What follows belongs to an exercise in optimizing a design on an open flow for small area; a production flow would make more cautious choices. Only simulation tests tie the RTL to the original design; equivalence was not proved. Power figures rest on the tool's default switching activity, not on a simulated workload.

File: design/flow/config.mk
export PLATFORM = sky130hd
export DESIGN_NAME = sound
export DESIGN_NICKNAME = sound
export VERILOG_FILES = /design/flow/design.v
export SDC_FILE = /design/flow/constraint.sdc
export NUM_CORES = 4
export LEC_CHECK = 0
export CAP_MARGIN = 20
export CORE_MARGIN = 2
export CORE_UTILIZATION = 40
export SLEW_MARGIN = 20
File: design/flow/run.sh
#!/bin/bash
# synth_recipe.tcl (not shown) runs the flow's synth.tcl, then flattens the netlist and writes it again
# the make line also repeats each setting of config.mk as NAME=value (left out here)
make -C /OpenROAD-flow-scripts/flow DESIGN_CONFIG=/design/flow/config.mk WORK_HOME=/design/flow/orfs CLKGATE_MAP_FILE= SYNTH_SCRIPT=/design/flow/synth_recipe.tcl finish
File: design/flow/constraint.sdc
create_clock -name core_clock -period 10.0 [get_ports {sys_CLK}]
set_input_delay 2.0000 -clock core_clock [delete_from_list [all_inputs] [get_ports {sys_CLK}]]
set_output_delay 2.0000 -clock core_clock [all_outputs]
set_load 0.01 [all_outputs]
File: design/flow/design.v
`timescale 1ns / 1ps
module sound(sys_CLK, rst, button, replay, key, high, low, audio, light);
  input         sys_CLK;
  input         rst;
  input  [2:0]  button;
  input         replay;
  input  [6:0]  key;
  input         high, low;
  output        audio;
  output [10:0] light;
  assign light = {replay, button, key};
  reg  [13:0] m;         
  reg  [13:0] count;     
  reg         audiof;
  reg  [4:0]  j;         
  reg  [4:0]  jd;        
  reg  [6:0]  len;       
  reg  [5:0]  track_c;   
  reg  [4:0]  last;      
  reg  [254:0] ring;     
  reg  [5:0]  p;         
  reg         clr;       
  reg         pend;      
  reg  [4:0]  rd;        
  assign audio = (|button || |key) ? audiof : 1'b1;
  wire tick4 = (m == 14'd8191);
  wire tick6 = ~m[0];
  function [4:0] song1;
    input [6:0] l;
    begin
      case (l)
        7'd0: song1 = 5'd10;
        7'd1: song1 = 5'd9;
        7'd2: song1 = 5'd10;
        7'd3: song1 = 5'd11;
        7'd4: song1 = 5'd11;
        7'd5: song1 = 5'd11;
        7'd6: song1 = 5'd0;
        7'd7: song1 = 5'd10;
        7'd8: song1 = 5'd10;
        7'd9: song1 = 5'd10;
        7'd10: song1 = 5'd11;
        7'd11: song1 = 5'd13;
        7'd12: song1 = 5'd13;
        7'd13: song1 = 5'd0;
        7'd14: song1 = 5'd11;
        7'd15: song1 = 5'd10;
        7'd16: song1 = 5'd9;
        7'd17: song1 = 5'd10;
        7'd18: song1 = 5'd11;
        7'd19: song1 = 5'd11;
        7'd20: song1 = 5'd11;
        7'd21: song1 = 5'd9;
        7'd22: song1 = 5'd0;
        7'd23: song1 = 5'd10;
        7'd24: song1 = 5'd10;
        7'd25: song1 = 5'd11;
        7'd26: song1 = 5'd10;
        7'd27: song1 = 5'd9;
        7'd28: song1 = 5'd0;
        7'd29: song1 = 5'd11;
        7'd30: song1 = 5'd11;
        7'd31: song1 = 5'd11;
        7'd32: song1 = 5'd11;
        7'd33: song1 = 5'd11;
        7'd34: song1 = 5'd11;
        7'd35: song1 = 5'd11;
        7'd36: song1 = 5'd11;
        7'd37: song1 = 5'd11;
        7'd38: song1 = 5'd11;
        7'd39: song1 = 5'd11;
        7'd40: song1 = 5'd11;
        7'd41: song1 = 5'd11;
        7'd42: song1 = 5'd11;
        7'd43: song1 = 5'd11;
        7'd44: song1 = 5'd11;
        7'd45: song1 = 5'd11;
        7'd46: song1 = 5'd11;
        7'd47: song1 = 5'd11;
        7'd48: song1 = 5'd11;
        7'd49: song1 = 5'd11;
        7'd50: song1 = 5'd11;
        7'd51: song1 = 5'd11;
        7'd52: song1 = 5'd11;
        7'd53: song1 = 5'd11;
        7'd54: song1 = 5'd11;
        7'd55: song1 = 5'd11;
        7'd56: song1 = 5'd11;
        7'd57: song1 = 5'd11;
        7'd58: song1 = 5'd11;
        7'd59: song1 = 5'd11;
        7'd60: song1 = 5'd11;
        7'd61: song1 = 5'd11;
        7'd62: song1 = 5'd11;
        7'd63: song1 = 5'd11;
        7'd64: song1 = 5'd11;
        7'd65: song1 = 5'd11;
        7'd66: song1 = 5'd11;
        7'd67: song1 = 5'd11;
        7'd68: song1 = 5'd11;
        7'd69: song1 = 5'd11;
        7'd70: song1 = 5'd11;
        7'd71: song1 = 5'd11;
        7'd72: song1 = 5'd11;
        7'd73: song1 = 5'd11;
        7'd74: song1 = 5'd11;
        7'd75: song1 = 5'd11;
        7'd76: song1 = 5'd11;
        7'd77: song1 = 5'd11;
        7'd78: song1 = 5'd11;
        7'd79: song1 = 5'd11;
        7'd80: song1 = 5'd11;
        7'd81: song1 = 5'd11;
        7'd82: song1 = 5'd11;
        7'd83: song1 = 5'd11;
        7'd84: song1 = 5'd11;
        7'd85: song1 = 5'd11;
        7'd86: song1 = 5'd11;
        7'd87: song1 = 5'd11;
        7'd88: song1 = 5'd11;
        7'd89: song1 = 5'd11;
        7'd90: song1 = 5'd11;
        7'd91: song1 = 5'd11;
        7'd92: song1 = 5'd11;
        7'd93: song1 = 5'd11;
        7'd94: song1 = 5'd11;
        7'd95: song1 = 5'd11;
        7'd96: song1 = 5'd11;
        7'd97: song1 = 5'd11;
        7'd98: song1 = 5'd11;
        7'd99: song1 = 5'd11;
        7'd100: song1 = 5'd11;
        7'd101: song1 = 5'd11;
        7'd102: song1 = 5'd11;
        7'd103: song1 = 5'd11;
        7'd104: song1 = 5'd11;
        7'd105: song1 = 5'd11;
        7'd106: song1 = 5'd11;
        7'd107: song1 = 5'd11;
        7'd108: song1 = 5'd11;
        7'd109: song1 = 5'd11;
        7'd110: song1 = 5'd11;
        7'd111: song1 = 5'd11;
        7'd112: song1 = 5'd11;
        7'd113: song1 = 5'd11;
        7'd114: song1 = 5'd11;
        7'd115: song1 = 5'd11;
        7'd116: song1 = 5'd11;
        7'd117: song1 = 5'd11;
        7'd118: song1 = 5'd11;
        7'd119: song1 = 5'd11;
        7'd120: song1 = 5'd11;
        7'd121: song1 = 5'd11;
        7'd122: song1 = 5'd11;
        7'd123: song1 = 5'd11;
        7'd124: song1 = 5'd11;
        7'd125: song1 = 5'd11;
        7'd126: song1 = 5'd11;
        7'd127: song1 = 5'd11;
        default: song1 = 5'd0;
      endcase
    end
  endfunction
  function [4:0] song2;
    input [6:0] l;
    begin
      case (l)
        7'd0: song2 = 5'd3;
        7'd1: song2 = 5'd3;
        7'd2: song2 = 5'd3;
        7'd3: song2 = 5'd5;
        7'd4: song2 = 5'd5;
        7'd5: song2 = 5'd5;
        7'd6: song2 = 5'd6;
        7'd7: song2 = 5'd9;
        7'd8: song2 = 5'd9;
        7'd9: song2 = 5'd9;
        7'd10: song2 = 5'd6;
        7'd11: song2 = 5'd6;
        7'd12: song2 = 5'd6;
        7'd13: song2 = 5'd6;
        7'd14: song2 = 5'd13;
        7'd15: song2 = 5'd13;
        7'd16: song2 = 5'd13;
        7'd17: song2 = 5'd17;
        7'd18: song2 = 5'd17;
        7'd19: song2 = 5'd17;
        7'd20: song2 = 5'd17;
        7'd21: song2 = 5'd17;
        7'd22: song2 = 5'd10;
        7'd23: song2 = 5'd10;
        7'd24: song2 = 5'd10;
        7'd25: song2 = 5'd10;
        7'd26: song2 = 5'd10;
        7'd27: song2 = 5'd10;
        7'd28: song2 = 5'd10;
        7'd29: song2 = 5'd10;
        7'd30: song2 = 5'd10;
        7'd31: song2 = 5'd10;
        7'd32: song2 = 5'd10;
        7'd33: song2 = 5'd11;
        7'd34: song2 = 5'd7;
        7'd35: song2 = 5'd7;
        7'd36: song2 = 5'd6;
        7'd37: song2 = 5'd6;
        7'd38: song2 = 5'd5;
        7'd39: song2 = 5'd5;
        7'd40: song2 = 5'd5;
        7'd41: song2 = 5'd6;
        7'd42: song2 = 5'd9;
        7'd43: song2 = 5'd9;
        7'd44: song2 = 5'd10;
        7'd45: song2 = 5'd10;
        7'd46: song2 = 5'd3;
        7'd47: song2 = 5'd3;
        7'd48: song2 = 5'd9;
        7'd49: song2 = 5'd9;
        7'd50: song2 = 5'd9;
        7'd51: song2 = 5'd5;
        7'd52: song2 = 5'd5;
        7'd53: song2 = 5'd9;
        7'd54: song2 = 5'd5;
        7'd55: song2 = 5'd5;
        7'd56: song2 = 5'd5;
        7'd57: song2 = 5'd5;
        7'd58: song2 = 5'd5;
        7'd59: song2 = 5'd5;
        7'd60: song2 = 5'd5;
        7'd61: song2 = 5'd5;
        7'd62: song2 = 5'd5;
        7'd63: song2 = 5'd3;
        7'd64: song2 = 5'd3;
        7'd65: song2 = 5'd3;
        7'd66: song2 = 5'd3;
        7'd67: song2 = 5'd3;
        7'd68: song2 = 5'd3;
        7'd69: song2 = 5'd3;
        7'd70: song2 = 5'd3;
        7'd71: song2 = 5'd3;
        7'd72: song2 = 5'd3;
        7'd73: song2 = 5'd3;
        7'd74: song2 = 5'd3;
        7'd75: song2 = 5'd3;
        7'd76: song2 = 5'd3;
        7'd77: song2 = 5'd3;
        7'd78: song2 = 5'd3;
        7'd79: song2 = 5'd3;
        7'd80: song2 = 5'd3;
        7'd81: song2 = 5'd3;
        7'd82: song2 = 5'd3;
        7'd83: song2 = 5'd3;
        7'd84: song2 = 5'd3;
        7'd85: song2 = 5'd3;
        7'd86: song2 = 5'd3;
        7'd87: song2 = 5'd3;
        7'd88: song2 = 5'd3;
        7'd89: song2 = 5'd3;
        7'd90: song2 = 5'd3;
        7'd91: song2 = 5'd3;
        7'd92: song2 = 5'd3;
        7'd93: song2 = 5'd3;
        7'd94: song2 = 5'd3;
        7'd95: song2 = 5'd3;
        7'd96: song2 = 5'd3;
        7'd97: song2 = 5'd3;
        7'd98: song2 = 5'd3;
        7'd99: song2 = 5'd3;
        7'd100: song2 = 5'd3;
        7'd101: song2 = 5'd3;
        7'd102: song2 = 5'd3;
        7'd103: song2 = 5'd3;
        7'd104: song2 = 5'd3;
        7'd105: song2 = 5'd3;
        7'd106: song2 = 5'd3;
        7'd107: song2 = 5'd3;
        7'd108: song2 = 5'd3;
        7'd109: song2 = 5'd3;
        7'd110: song2 = 5'd3;
        7'd111: song2 = 5'd3;
        7'd112: song2 = 5'd3;
        7'd113: song2 = 5'd3;
        7'd114: song2 = 5'd3;
        7'd115: song2 = 5'd3;
        7'd116: song2 = 5'd3;
        7'd117: song2 = 5'd3;
        7'd118: song2 = 5'd3;
        7'd119: song2 = 5'd3;
        7'd120: song2 = 5'd3;
        7'd121: song2 = 5'd3;
        7'd122: song2 = 5'd3;
        7'd123: song2 = 5'd3;
        7'd124: song2 = 5'd3;
        7'd125: song2 = 5'd3;
        7'd126: song2 = 5'd3;
        7'd127: song2 = 5'd3;
        default: song2 = 5'd0;
      endcase
    end
  endfunction
  function [4:0] song3;
    input [6:0] l;
    begin
      case (l)
        7'd0: song3 = 5'd9;
        7'd1: song3 = 5'd9;
        7'd2: song3 = 5'd7;
        7'd3: song3 = 5'd7;
        7'd4: song3 = 5'd7;
        7'd5: song3 = 5'd7;
        7'd6: song3 = 5'd5;
        7'd7: song3 = 5'd5;
        7'd8: song3 = 5'd3;
        7'd9: song3 = 5'd3;
        7'd10: song3 = 5'd3;
        7'd11: song3 = 5'd3;
        7'd12: song3 = 5'd3;
        7'd13: song3 = 5'd3;
        7'd14: song3 = 5'd7;
        7'd15: song3 = 5'd7;
        7'd16: song3 = 5'd7;
        7'd17: song3 = 5'd7;
        7'd18: song3 = 5'd6;
        7'd19: song3 = 5'd6;
        7'd20: song3 = 5'd6;
        7'd21: song3 = 5'd6;
        7'd22: song3 = 5'd9;
        7'd23: song3 = 5'd9;
        7'd24: song3 = 5'd9;
        7'd25: song3 = 5'd7;
        7'd26: song3 = 5'd7;
        7'd27: song3 = 5'd9;
        7'd28: song3 = 5'd9;
        7'd29: song3 = 5'd7;
        7'd30: song3 = 5'd7;
        7'd31: song3 = 5'd10;
        7'd32: song3 = 5'd10;
        7'd33: song3 = 5'd11;
        7'd34: song3 = 5'd11;
        7'd35: song3 = 5'd11;
        7'd36: song3 = 5'd11;
        7'd37: song3 = 5'd11;
        7'd38: song3 = 5'd11;
        7'd39: song3 = 5'd11;
        7'd40: song3 = 5'd11;
        7'd41: song3 = 5'd11;
        7'd42: song3 = 5'd11;
        7'd43: song3 = 5'd0;
        7'd44: song3 = 5'd6;
        7'd45: song3 = 5'd9;
        7'd46: song3 = 5'd6;
        7'd47: song3 = 5'd9;
        7'd48: song3 = 5'd9;
        7'd49: song3 = 5'd9;
        7'd50: song3 = 5'd9;
        7'd51: song3 = 5'd9;
        7'd52: song3 = 5'd11;
        7'd53: song3 = 5'd10;
        7'd54: song3 = 5'd10;
        7'd55: song3 = 5'd10;
        7'd56: song3 = 5'd10;
        7'd57: song3 = 5'd0;
        7'd58: song3 = 5'd5;
        7'd59: song3 = 5'd7;
        7'd60: song3 = 5'd5;
        7'd61: song3 = 5'd7;
        7'd62: song3 = 5'd7;
        7'd63: song3 = 5'd7;
        7'd64: song3 = 5'd7;
        7'd65: song3 = 5'd10;
        7'd66: song3 = 5'd10;
        7'd67: song3 = 5'd9;
        7'd68: song3 = 5'd9;
        7'd69: song3 = 5'd9;
        7'd70: song3 = 5'd9;
        7'd71: song3 = 5'd9;
        7'd72: song3 = 5'd9;
        7'd73: song3 = 5'd0;
        7'd74: song3 = 5'd11;
        7'd75: song3 = 5'd11;
        7'd76: song3 = 5'd10;
        7'd77: song3 = 5'd9;
        7'd78: song3 = 5'd9;
        7'd79: song3 = 5'd9;
        7'd80: song3 = 5'd9;
        7'd81: song3 = 5'd10;
        7'd82: song3 = 5'd10;
        7'd83: song3 = 5'd9;
        7'd84: song3 = 5'd9;
        7'd85: song3 = 5'd9;
        7'd86: song3 = 5'd6;
        7'd87: song3 = 5'd6;
        7'd88: song3 = 5'd5;
        7'd89: song3 = 5'd5;
        7'd90: song3 = 5'd5;
        7'd91: song3 = 5'd5;
        7'd92: song3 = 5'd5;
        7'd93: song3 = 5'd9;
        7'd94: song3 = 5'd7;
        7'd95: song3 = 5'd6;
        7'd96: song3 = 5'd5;
        7'd97: song3 = 5'd5;
        7'd98: song3 = 5'd5;
        7'd99: song3 = 5'd5;
        7'd100: song3 = 5'd9;
        7'd101: song3 = 5'd9;
        7'd102: song3 = 5'd9;
        7'd103: song3 = 5'd9;
        7'd104: song3 = 5'd9;
        7'd105: song3 = 5'd9;
        7'd106: song3 = 5'd9;
        7'd107: song3 = 5'd9;
        7'd108: song3 = 5'd9;
        7'd109: song3 = 5'd9;
        7'd110: song3 = 5'd9;
        7'd111: song3 = 5'd9;
        7'd112: song3 = 5'd9;
        7'd113: song3 = 5'd9;
        7'd114: song3 = 5'd9;
        7'd115: song3 = 5'd9;
        7'd116: song3 = 5'd9;
        7'd117: song3 = 5'd9;
        7'd118: song3 = 5'd9;
        7'd119: song3 = 5'd9;
        7'd120: song3 = 5'd9;
        7'd121: song3 = 5'd9;
        7'd122: song3 = 5'd9;
        7'd123: song3 = 5'd9;
        7'd124: song3 = 5'd9;
        7'd125: song3 = 5'd9;
        7'd126: song3 = 5'd9;
        7'd127: song3 = 5'd9;
        default: song3 = 5'd0;
      endcase
    end
  endfunction
  function [13:0] tone;
    input [4:0] c;
    begin
      case (c)
        5'd1: tone = 14'd4916;
        5'd2: tone = 14'd6168;
        5'd3: tone = 14'd7281;
        5'd4: tone = 14'd7791;
        5'd5: tone = 14'd8730;
        5'd6: tone = 14'd9565;
        5'd7: tone = 14'd10310;
        5'd9: tone = 14'd10647;
        5'd10: tone = 14'd11272;
        5'd11: tone = 14'd11831;
        5'd12: tone = 14'd12087;
        5'd13: tone = 14'd12556;
        5'd14: tone = 14'd12974;
        5'd15: tone = 14'd13346;
        5'd17: tone = 14'd13516;
        5'd18: tone = 14'd13829;
        5'd19: tone = 14'd14108;
        5'd20: tone = 14'd11535;
        5'd21: tone = 14'd14470;
        5'd22: tone = 14'd14678;
        5'd23: tone = 14'd14864;
        default: tone = 14'd0;
      endcase
    end
  endfunction
  reg [2:0] kk;
  always @* begin
    case (key)
      7'b0000001: kk = 3'd1;
      7'b0000010: kk = 3'd2;
      7'b0000100: kk = 3'd3;
      7'b0001000: kk = 3'd4;
      7'b0010000: kk = 3'd5;
      7'b0100000: kk = 3'd6;
      7'b1000000: kk = 3'd7;
      default:    kk = 3'd0;
    endcase
  end
  wire [4:0] kbd = (kk == 3'd0) ? 5'd0 : {high, ~high & ~low, kk};
  wire [6:0] len1 = len + 7'd1;
  wire       s1 = (button == 3'b001);
  wire       s2 = (button == 3'b010);
  wire       s3 = (button == 3'b100);
  wire       kb = ~s1 & ~s2 & ~s3 & ~replay;
  wire       rwrap = (len > 7'd50);
  wire [4:0] rnote = (len == 7'd50) ? 5'd0 : rd;
  reg [6:0] len_n;
  reg [4:0] j_n;
  always @* begin
    if (s1) begin
      len_n = (len > 7'd28) ? 7'd0 : len1;
      j_n = song1(len);
    end else if (s2) begin
      len_n = (len > 7'd62) ? 7'd0 : len1;
      j_n = song2(len);
    end else if (s3) begin
      len_n = (len > 7'd99) ? 7'd0 : len1;
      j_n = song3(len);
    end else if (replay) begin
      len_n = rwrap ? 7'd0 : len1;
      j_n = rnote;
    end else begin
      len_n = len;
      j_n = kbd;
    end
  end
  wire full = (track_c > 6'd50);
  wire wr = kb & ~full & ((track_c == 6'd0) | (last != j_n));
  always @(posedge sys_CLK) begin
    if (rst) begin
      m <= 14'd0;
      count <= 14'd0;
      audiof <= 1'b0;
      j <= 5'd0;
      jd <= 5'd0;
      len <= 7'd0;
      track_c <= 6'd0;
      pend <= 1'b0;
    end else begin
      m <= m + 14'd1;
      if (tick6) begin
        if (count == 14'd16383 && jd != 5'd0) begin
          count <= tone(jd);
          audiof <= ~audiof;
        end else
          count <= count + 14'd1;
      end
      if (tick4) begin
        j <= j_n;
        jd <= j;
        len <= len_n;
        if (kb & full)
          track_c <= 6'd0;
        else if (wr)
          track_c <= track_c + 6'd1;
      end
      if (tick4 & wr)
        pend <= 1'b1;
      else if (p == track_c)
        pend <= 1'b0;
    end
  end
  always @(posedge sys_CLK)
    if (tick4 & wr)
      last <= j_n;
  wire [5:0] pn = (p == 6'd51) ? 6'd1 : p + 6'd1;
  wire [4:0] rin = clr ? 5'd0 : (pend && p == track_c) ? j : ring[254:250];
  always @(posedge sys_CLK) begin
    ring <= {ring[249:0], rin};
    if (rst) begin
      p <= 6'd1;
      clr <= 1'b1;
    end else begin
      p <= pn;
      if (p == 6'd51)
        clr <= 1'b0;
    end
    if (rwrap ? (p == 6'd51) : (p == len1[5:0]))
      rd <= ring[249:245];
  end
endmodule
==> flow_summary.ini <==
[outcome]
outcome = timing/DRC/antenna clean

[placed_design]
placed_cell_area_um2 = 11970
gp_congestion = 0.8944
pre_cts_slack_ps = 3604
dpl.hpwl_mm = 14.25
portBuffers = 26

[setup_path]
crit_type = in -> reg
path_common_cell = nand2_1
setup.worst_path.end_class = flip-flop
r2r_slack_ps = 5320
worstPathMaxFanout = 18
cp_slowest_cell = clkdlybuf4s50_1
reg2reg_from = m[0]$_SDFF_PP0_
r2r_cells = 11
crit_family = compound AO/OA/AOI/OAI gates
crit_required_ps = 10400
max_stage_delay_ps = 810
cp-start-kind = input port
path_buf_inv = 2
crit_arrival_ps = 6410
cp_cell_sequence = clkdlybuf4s50_1 -> or3b_2 -> o211ai_1 -> nand2_1 -> nand2_1 -> a2bb2oi_2 -> ha_1 -> inv_1 -> nor2_1 -> a21oi_1 -> a211o_1 -> a311o_1

[timing]
grt_setup_unrepaired = no
hold_violations = 0
finalSetupViolations = 0
worstMarginPinSlew_ps = 1075
post-route-min-period_ps = 6009
max_freq_mhz = 166.4
post-route-period-util_pct = 60.09
setup_slack_ps = 3991
clock_skew_ps = 11.49
relSlewSlack_pct = 27.80
slew_viol_final = 0
final.setup.tns_ps = 0

[clocking]
cts_max_level = 2
cts_made_buffers = 35
clock-sinks = 352
clk-insertion-delay-late_ps = 520
cts-hold-fix-buffers = 0
cts_tree = built
root_buffer = clkbuf_16
cts_resized = 0
post_cts.repair.setup_buffers = 0
path_clk_slew_ps = 60
clockBufferDepth = 3

[pwr]
cellLeakagePower_nw = 5.061
power_frac_seq_pct = 50.2
power_density_nw_per_um2 = 215.2
clock_power_share_pct = 47.4
p_int_mw = 2.249
combPwrFrac_pct = 2.4
swShare_pct = 20.82
power_mw = 2.841
ir_drop_mv = 0.1063
power_switching_uw = 591.4

[floorplanning]
io_pins = 27
die_w_um = 173.2
coreArea_um2 = 28010
placementRows = 61
initial_utilization_pct = 40.89
die_y_um = 173.2
fp.dieArea_um2 = 30000

[global_route]
grt_pass1_vias = 7128
grtUsageTotal_pct = 14.59
overflow = 0
grt_pass1_wl_mm = 36.34
antenna_found_initial = 0
grt_max_degree = 39

[synth]
ys_warn_count = 1
syn_nets = 1099
yosysTopAreaCell = dfxtp_1
syn-instance-count = 1060
yosys.cell_types.count = 76
synth_most_common_cell = dfxtp_1
ys_seq_area_share_pct = 62.41
syn_area_um2 = 11450
synth_top_area_share_pct = 59.78
synth-edff-count = 10
ys_seq_elements = 352
syn_avg_cell_area_um2 = 10.80
yosys-top-cells-count = 342 x dfxtp_1, 89 x nor2_1, 63 x nand2_1
async_flop_share_pct = 0
netlist_top_cells_area = dfxtp_1 60%, nor2_1 2.9%, edfxtp_1 2.6%
ys.flop_type = dfxtp_1

[drt]
routed.top_layer = met4
route.met2.wl_mm = 9.572
post_drt_wl_per_cell_um = 15.10
vias = 7659
ant_nets = 0
wl_met1_mm = 10.82
wirelength_mm = 22.24
first_iter_violations = 823
viasPerCell = 5.200
firstDrtPassIters = 5
wl_met3_mm = 1.329
drc = 0

[final_layout]
area_growth_pct = 15.26
utilization_pct = 47.13
antenna_cells = 0
layout.nets = 1108
postLayoutCellArea_um2 = 13200
drive_gt1_share_pct = 8.037

[worst_hold_path]
hold_path_class = reg -> reg
hp-start = ring[169]$_DFF_P_
worstHoldPathCells = 0
min_to = ring[174]$_DFF_P_

[job]
maxCapViolCount = 0
-- cells by family after synthesis --
group	count (synthesis)	synth area share, %
and+or+nand+nor	296	12.83
AOI/OAI and AO/OA	235	13.91
muxes	21	1.846
DFF	352	62.41
buffers and inverters	94	3.485
adders and majority gates	24	2.622
xor gates and xnor gates	38	2.906
-- final cells by class --
cell class	count	area [µm²]
well taps	378	473.0
repair buffers	31	297.8
fillers	2571	14810
flip-flops and latches	352	7147
multi-input cells	614	3925
inverters	35	131.4
clock buffers	44	960.9
clock inverters	19	265.3
-- flip-flops by register name, indices dropped and copies added (netlist names), named ones only --
name / cells
audiof: 1
clr: 1
count: 14
j: 5
jd: 5
last: 5
len: 7
m: 14
p: 6
pend: 1
rd: 5
ring: 255
track_c: 6
-- layer usage --
metal	global-route usage, %	up-vias
met5	0	-
met4	5.367	0
met3	3.518	54
met2	21.97	237
met1	20.35	3611
li1	-	3757
-- metrics by stage --
| step | hold slack (ps) | cells |
|---|---|---|
| floorplan | 309.6 | 1060 |
| global placement | 309.6 | 1410 |
| detailed placement | 312.1 | 1410 |
| CTS | 318.0 | 1473 |
| global route | 328.5 | 1473 |
| finish | 317.3 | 1473 |
-- power by group through the flow --
stage / logic [mW] / registers [mW] / clock network, mW
after detailed placement: 0.0685 / 1.46 / 0
after global placement: 0.0674 / 1.46 / 0
final: 0.0693 / 1.42 / 1.35
after global routing: 0.0766 / 1.42 / 1.45
after floorplan: 0.0502 / 1.45 / 0
after CTS: 0.0690 / 1.42 / 1.39
-- worst max-delay path by stage --
stage                     depth (start not counted)        end      start  slack (ps)
after floorplan                                  13  flip-flop  button[1]        4810
after global placement                           12  flip-flop  button[0]        3720
after detailed placement                         12  flip-flop  button[0]        3600
after CTS                                        12  flip-flop  button[0]        4120
after global routing                             15  flip-flop  button[2]        3720
final                                            12  flip-flop  button[0]        3990
-- cells in the final DEF, fill, tap and decap left out, drive strengths merged, types with 5 or more instances in the layout --
master and n:
nor3b 6, nand2 63, a221oi 6, or3 7, dfxtp 342, o22ai 8
a31oi 9, a21oi 51, nor4b 7, mux2i 20, o211ai 15, xor2 24
a211oi 12, nor3 14, clkbuf 44, and3 11, o21a 6, ha 24
nand3 35, clkinv 9, inv 39, a211o 6, xnor2 14, nor2 89
and2 8, nand4 9, buf 5, nor4 10, o21ai 58, clkdlybuf4s50 26
nand2b 8, edfxtp 10, o2111ai 7, a22oi 6, or2 12

## re-timing with driven ports
Ports are ideal in the flow. The routed layout listed here was re-timed in OpenROAD. Step 1: set_driving_cell puts a clkbuf_16 on sys_CLK and a buf_2 on each other input, an assumption about the parent block. Step 2 times the ports against the registers' clock, not the clock port: input delays grow and output delays shrink by t, the midpoint of the rising clock arrivals with the driver on. a / b / c = no drivers / after step 1 / after step 2; a / b = the first two.
t, ns: 0.555
slack for setup (ns): 3.991 / 4.006 / 3.450
hold slack, ns: 0.317 / 0.317 / 0.317
After both steps this run still meets setup and hold. The setup slack of this run moves by +0.015 ns with the drivers and by -0.541 ns with both steps.
